Source: an optimization exercise on an open RTL-to-GDS flow (aim: small area, a short achievable clock period and few clock cycles). Production flows keep margins and buffers that such runs may drop.
Where RTL was checked, it was by simulation tests only, not by an equivalence proof against the original.

## MS
## PE
module PE (
	input clk,
	input rst,
	input PE_en,
	input [13-1:0] i_config,
	input [32-1:0] ifmap,
	input [32-1:0] filter,
	input [32-1:0] ipsum,
	input ifmap_valid,
	input filter_valid,
	input ipsum_valid,
	input opsum_ready,
	output reg [32-1:0] opsum,
	output reg ifmap_ready,
	output reg filter_ready,
	output reg ipsum_ready,
	output reg opsum_valid
);
integer i;
reg busy;
reg cdw;           
reg [1:0] crs;     
reg cst;           
reg [1:0] cp;      
reg [4:0] ccol;    
reg [1:0] cq;      
wire f_fire = filter_valid & filter_ready;
wire i_fire = ifmap_valid & ifmap_ready;
wire p_fire = ipsum_valid & ipsum_ready;
reg vA, lA, vB, lB, olast;
reg np;                             
reg sfull, slast;                   
reg [31:0] sk_o;
wire o_take = !opsum_valid | opsum_ready;
wire hasp = np;
wire c_go = vB & hasp & !sfull;            
wire adv = !vB | c_go;                     
wire job_end = opsum_valid & opsum_ready & olast;
reg [95:0] R0, R1, R2, R3;
reg [2:0] T0, T1, T2, T3;         
reg [3:0] M;                      
reg [2:0] kw;      
reg [1:0] fr;      
reg fdone;         
wire e_dw = busy ? cdw : i_config[12];
wire [1:0] e_rs = busy ? crs : i_config[11:10];
wire [1:0] e_p = busy ? cp : i_config[8:7];
wire f_rowlast = (fr == e_rs);
wire f_last = f_rowlast & (kw[1:0] == e_p);
wire f_keep = !e_dw | (kw == 3'd0);         
wire f_store = f_fire & f_keep;
wire f_done_one = f_store & f_rowlast;
wire hold = cdw & T0[2];
wire [2:0] tagc = {1'b1, kw[1:0]};
always @(posedge clk) begin
	R0[31:0] <= (f_store && fr == 2'd0) ? filter : (hold ? R0[31:0] : R1[31:0]);
	R0[95:32] <= hold ? R0[95:32] : R1[95:32];
	R1 <= R2;
	R2[63:0] <= R3[63:0];
	R2[95:64] <= (f_store && fr == 2'd2) ? filter : R3[95:64];
	R3[31:0] <= R0[31:0];
	R3[63:32] <= (f_store && fr == 2'd1) ? filter : R0[63:32];
	R3[95:64] <= R0[95:64];
end
wire idle_n = (!busy & !PE_en) | job_end;
wire [3:0] rotM = {M[0], M[3], M[2], M[1]};
wire [3:0] M_n0 = idle_n ? 4'b0010 : rotM;
wire [3:0] M_n1 = (f_keep & f_rowlast) ? M : rotM;
wire [1:0] fr_n1 = f_rowlast ? 2'd0 : fr + 2'd1;
wire [2:0] kw_n1 = kw + {2'b0, f_rowlast};
  ...
For scale: about 3,600 cells after synthesis, ~150 I/O pins.
==> flow/config.mk <==
export PLATFORM = sky130hd
export DESIGN_NAME = PE
export DESIGN_NICKNAME = PE
export VERILOG_FILES = /design/flow/design.v
export SDC_FILE = /design/flow/constraint.sdc
export NUM_CORES = 8
export LEC_CHECK = 0
export CAP_MARGIN = 20
export CORE_MARGIN = 2
export CORE_UTILIZATION = 40
export CTS_CLUSTER_DIAMETER = 80
export CTS_CLUSTER_SIZE = 30
export SLEW_MARGIN = 20
==> flow/constraint.sdc <==
create_clock -name core_clock -period 12.0 [get_ports {clk}]
set_input_delay 2.4000 -clock core_clock [delete_from_list [all_inputs] [get_ports {clk}]]
set_output_delay 2.4000 -clock core_clock [all_outputs]
set_load 0.01 [all_outputs]
standard.sh (not shown) runs the stock make flow with config.mk's settings and CLKGATE_MAP_FILE= SYNTH_SCRIPT=/design/flow/synth_recipe.tcl, a recipe that flattens the netlist after the stock synthesis.
==> flow/flow/run.sh <==
#!/bin/bash
# Layout flow: the standard synthesis, then a netlist pass (fapol.py) that
# re-polarises full adders to drop the inverters synthesis leaves between them,
# then the standard ORFS layout with repair_timing asked for extra setup margin.
set -euo pipefail
RES=$PWD/orfs/results/sky130hd/PE/base
LIB=$FLOW_HOME/platforms/sky130hd/lib/sky130_fd_sc_hd__tt_025C_1v80.lib
bash standard.sh synth > synth.log 2>&1
cp $RES/1_2_yosys.v $RES/1_2_yosys.orig.v
python3 flow/fapol.py $LIB $RES/1_2_yosys.orig.v $RES/1_2_yosys.v > fapol.log 2>&1
rm -f $RES/1_synth.odb
bash standard.sh SETUP_SLACK_MARGIN=8.4 TNS_END_PERCENT=100 'BUFFER_PORTS_ARGS=-buffer_cell sky130_fd_sc_hd__buf_2' finish > standard.log 2>&1
Other scripts of this flow, unchanged in this note and not shown: flow/flow/fapol.py
Testbench counts of MS, summed over its fixed seeds: cycles 10,064.
> inputs changed (MS -> JK)
--- a/flow/design.v
+++ b/flow/design.v
@@ -30,75 +30,69 @@
 reg vA, lA, vB, lB, olast;
 reg np;                             
 reg sfull, slast;                   
 reg [31:0] sk_o;
 wire o_take = !opsum_valid | opsum_ready;
 wire hasp = np;
 wire c_go = vB & hasp & !sfull;            
 wire adv = !vB | c_go;                     
 wire job_end = opsum_valid & opsum_ready & olast;
+reg [95:0] stg;                   
+reg stg_full;                     
+reg [1:0] stg_k;                  
 reg [95:0] R0, R1, R2, R3;
 reg [2:0] T0, T1, T2, T3;         
-reg [3:0] M;                      
 reg [2:0] kw;      
 reg [1:0] fr;      
 reg fdone;         
 wire e_dw = busy ? cdw : i_config[12];
 wire [1:0] e_rs = busy ? crs : i_config[11:10];
 wire [1:0] e_p = busy ? cp : i_config[8:7];
 wire f_rowlast = (fr == e_rs);
 wire f_last = f_rowlast & (kw[1:0] == e_p);
-wire f_keep = !e_dw | (kw == 3'd0);         
-wire f_store = f_fire & f_keep;
+wire f_store = f_fire & (!e_dw | (kw == 3'd0));
 wire f_done_one = f_store & f_rowlast;
-wire hold = cdw & T0[2];
-wire [2:0] tagc = {1'b1, kw[1:0]};
+wire ins_rule = cdw ? !T1[2] : ((stg_k == 2'd0) | (T0[2] & (T0[1:0] == stg_k - 2'd1)));
+wire ins = stg_full & ins_rule;
 always @(posedge clk) begin
-	R0[31:0] <= (f_store && fr == 2'd0) ? filter : (hold ? R0[31:0] : R1[31:0]);
-	R0[95:32] <= hold ? R0[95:32] : R1[95:32];
+	if (f_store && fr == 2'd0) stg[31:0] <= filter;
+	if (f_store && fr == 2'd1) stg[63:32] <= filter;
+	if (f_store && fr == 2'd2) stg[95:64] <= filter;
+	R0 <= ins ? stg : R1;
 	R1 <= R2;
-	R2[63:0] <= R3[63:0];
-	R2[95:64] <= (f_store && fr == 2'd2) ? filter : R3[95:64];
-	R3[31:0] <= R0[31:0];
-	R3[63:32] <= (f_store && fr == 2'd1) ? filter : R0[63:32];
-	R3[95:64] <= R0[95:64];
+	R2 <= R3;
+	R3 <= R0;
 end
-wire idle_n = (!busy & !PE_en) | job_end;
-wire [3:0] rotM = {M[0], M[3], M[2], M[1]};
-wire [3:0] M_n0 = idle_n ? 4'b0010 : rotM;
-wire [3:0] M_n1 = (f_keep & f_rowlast) ? M : rotM;
-wire [1:0] fr_n1 = f_rowlast ? 2'd0 : fr + 2'd1;
-wire [2:0] kw_n1 = kw + {2'b0, f_rowlast};
-wire pos_n0 = (fr == 2'd0 & M_n0[1]) | (fr == 2'd1 & M_n0[0]) | (fr == 2'd2 & M_n0[3]);
-wire pos_n1 = (fr_n1 == 2'd0 & M_n1[1]) | (fr_n1 == 2'd1 & M_n1[0]) | (fr_n1 == 2'd2 & M_n1[3]);
-wire rdy_n0 = !fdone & ((e_dw & (kw != 3'd0)) | pos_n0);
-wire rdy_n1 = !(fdone | f_last) & ((e_dw & (kw_n1 != 3'd0)) | pos_n1);
+wire stg_full_next = f_done_one | (stg_full & !(ins & !cdw));
+wire [1:0] stg_k_next = f_done_one ? kw[1:0] : stg_k;
+wire [2:0] T0_next = ins ? {1'b1, stg_k} : T1;
+wire ins_next = stg_full_next & (cdw ? !T2[2] :
+	((stg_k_next == 2'd0) | (T0_next[2] & (T0_next[1:0] == stg_k_next - 2'd1))));
 wire fdone_next = fdone | (f_fire & f_last);
-wire [2:0] T0_next = hold ? T0 : T1;       
 always @(posedge clk or posedge rst) begin
 	if (rst) begin
-		kw <= 3'd0; fr <= 2'd0; fdone <= 1'b0; filter_ready <= 1'b0; M <= 4'b0010;
+		kw <= 3'd0; fr <= 2'd0; fdone <= 1'b0; filter_ready <= 1'b0;
+		stg_full <= 1'b0; stg_k <= 2'd0;
 		T0 <= 3'd0; T1 <= 3'd0; T2 <= 3'd0; T3 <= 3'd0;
 	end else if (job_end) begin
-		kw <= 3'd0; fr <= 2'd0; fdone <= 1'b0; filter_ready <= 1'b1; M <= 4'b0010;
+		kw <= 3'd0; fr <= 2'd0; fdone <= 1'b0; filter_ready <= 1'b1;
+		stg_full <= 1'b0; stg_k <= 2'd0;
 		T0 <= 3'd0; T1 <= 3'd0; T2 <= 3'd0; T3 <= 3'd0;
 	end else begin
 		if (f_fire) begin
-			fr <= fr_n1;
-			kw <= kw_n1;
+			fr <= f_rowlast ? 2'd0 : fr + 2'd1;
+			if (f_rowlast) kw <= kw + 3'd1;
 		end
 		fdone <= fdone_next;
-		M <= f_fire ? M_n1 : M_n0;
-		T0 <= (f_done_one && e_rs == 2'd0) ? tagc : T0_next;
-		T1 <= T2;
-		T2 <= (f_done_one && e_rs == 2'd2) ? tagc : T3;
-		T3 <= (f_done_one && e_rs == 2'd1) ? tagc : T0;
-		filter_ready <= f_fire ? rdy_n1 : rdy_n0;
+		stg_full <= stg_full_next;
+		stg_k <= stg_k_next;
+		T0 <= T0_next; T1 <= T2; T2 <= T3; T3 <= T0;
+		filter_ready <= !fdone_next & !(stg_full_next & !ins_next & !cdw);
 	end
 end
 reg [31:0] q0, q1, q2, q3;
 reg [2:0] nq;
 reg [4:0] ci;      
 reg [1:0] ki;      
 reg idone;         
 reg [11:0] xen;    
 reg [3:0] dwl;     
## What came out
JK ended up with sky130_fd_sc_hd__or3_1 as its cell with the largest stage delay on the worst path; MS ended up with sky130_fd_sc_hd__fa_2.
NOTE detailed route wirelength on metal3 MS->JK decreased by more than 10%
Compared with MS, JK shows total die area that has gone up by a few percent.
Diff MS and JK: final critical-path required period higher in JK
Going from MS to JK, total number of placement rows grew by a few percent.
Number of iterations in the first detailed-routing pass was lower in the run labelled MS.
Critical path depth: JK > MS
Compared to MS, JK shows a narrower setup margin.
For the worst hold slack, JK came in 17 ps lower than MS did.
No functional check of the RTL was part of JK.

separate check: timing with driven ports:
How much do the figures lean on ideal ports? The routed layouts below were timed once more, with nothing changed but the port constraints.
Step 1, drivers: a clkbuf_16 drives clk and a buf_2 each remaining input, both assumed.
Step 2 times the ports against the registers' clock, not the clock port: input delays grow and output delays shrink by t, the midpoint of the rising clock arrivals with the driver on.
Slacks: no drivers / after step 1 / after step 2; pairs: no drivers / after step 1.
| run | t, ns | setup WS [ns] | worst data-port slew with drivers (ns) | cell pins on the clock port's net |
|---|---|---|---|---|
| MS | 0.738 | 8.314 / 8.285 / 7.760 | 0.09 | 1 |
| JK | 0.748 | 8.235 / 8.241 / 7.541 | 0.08 | 1 |
After both steps every run listed still meets setup and hold. The setup slack of JK, which loses most, moves by +0.006 ns with the drivers and by -0.694 ns with both steps.
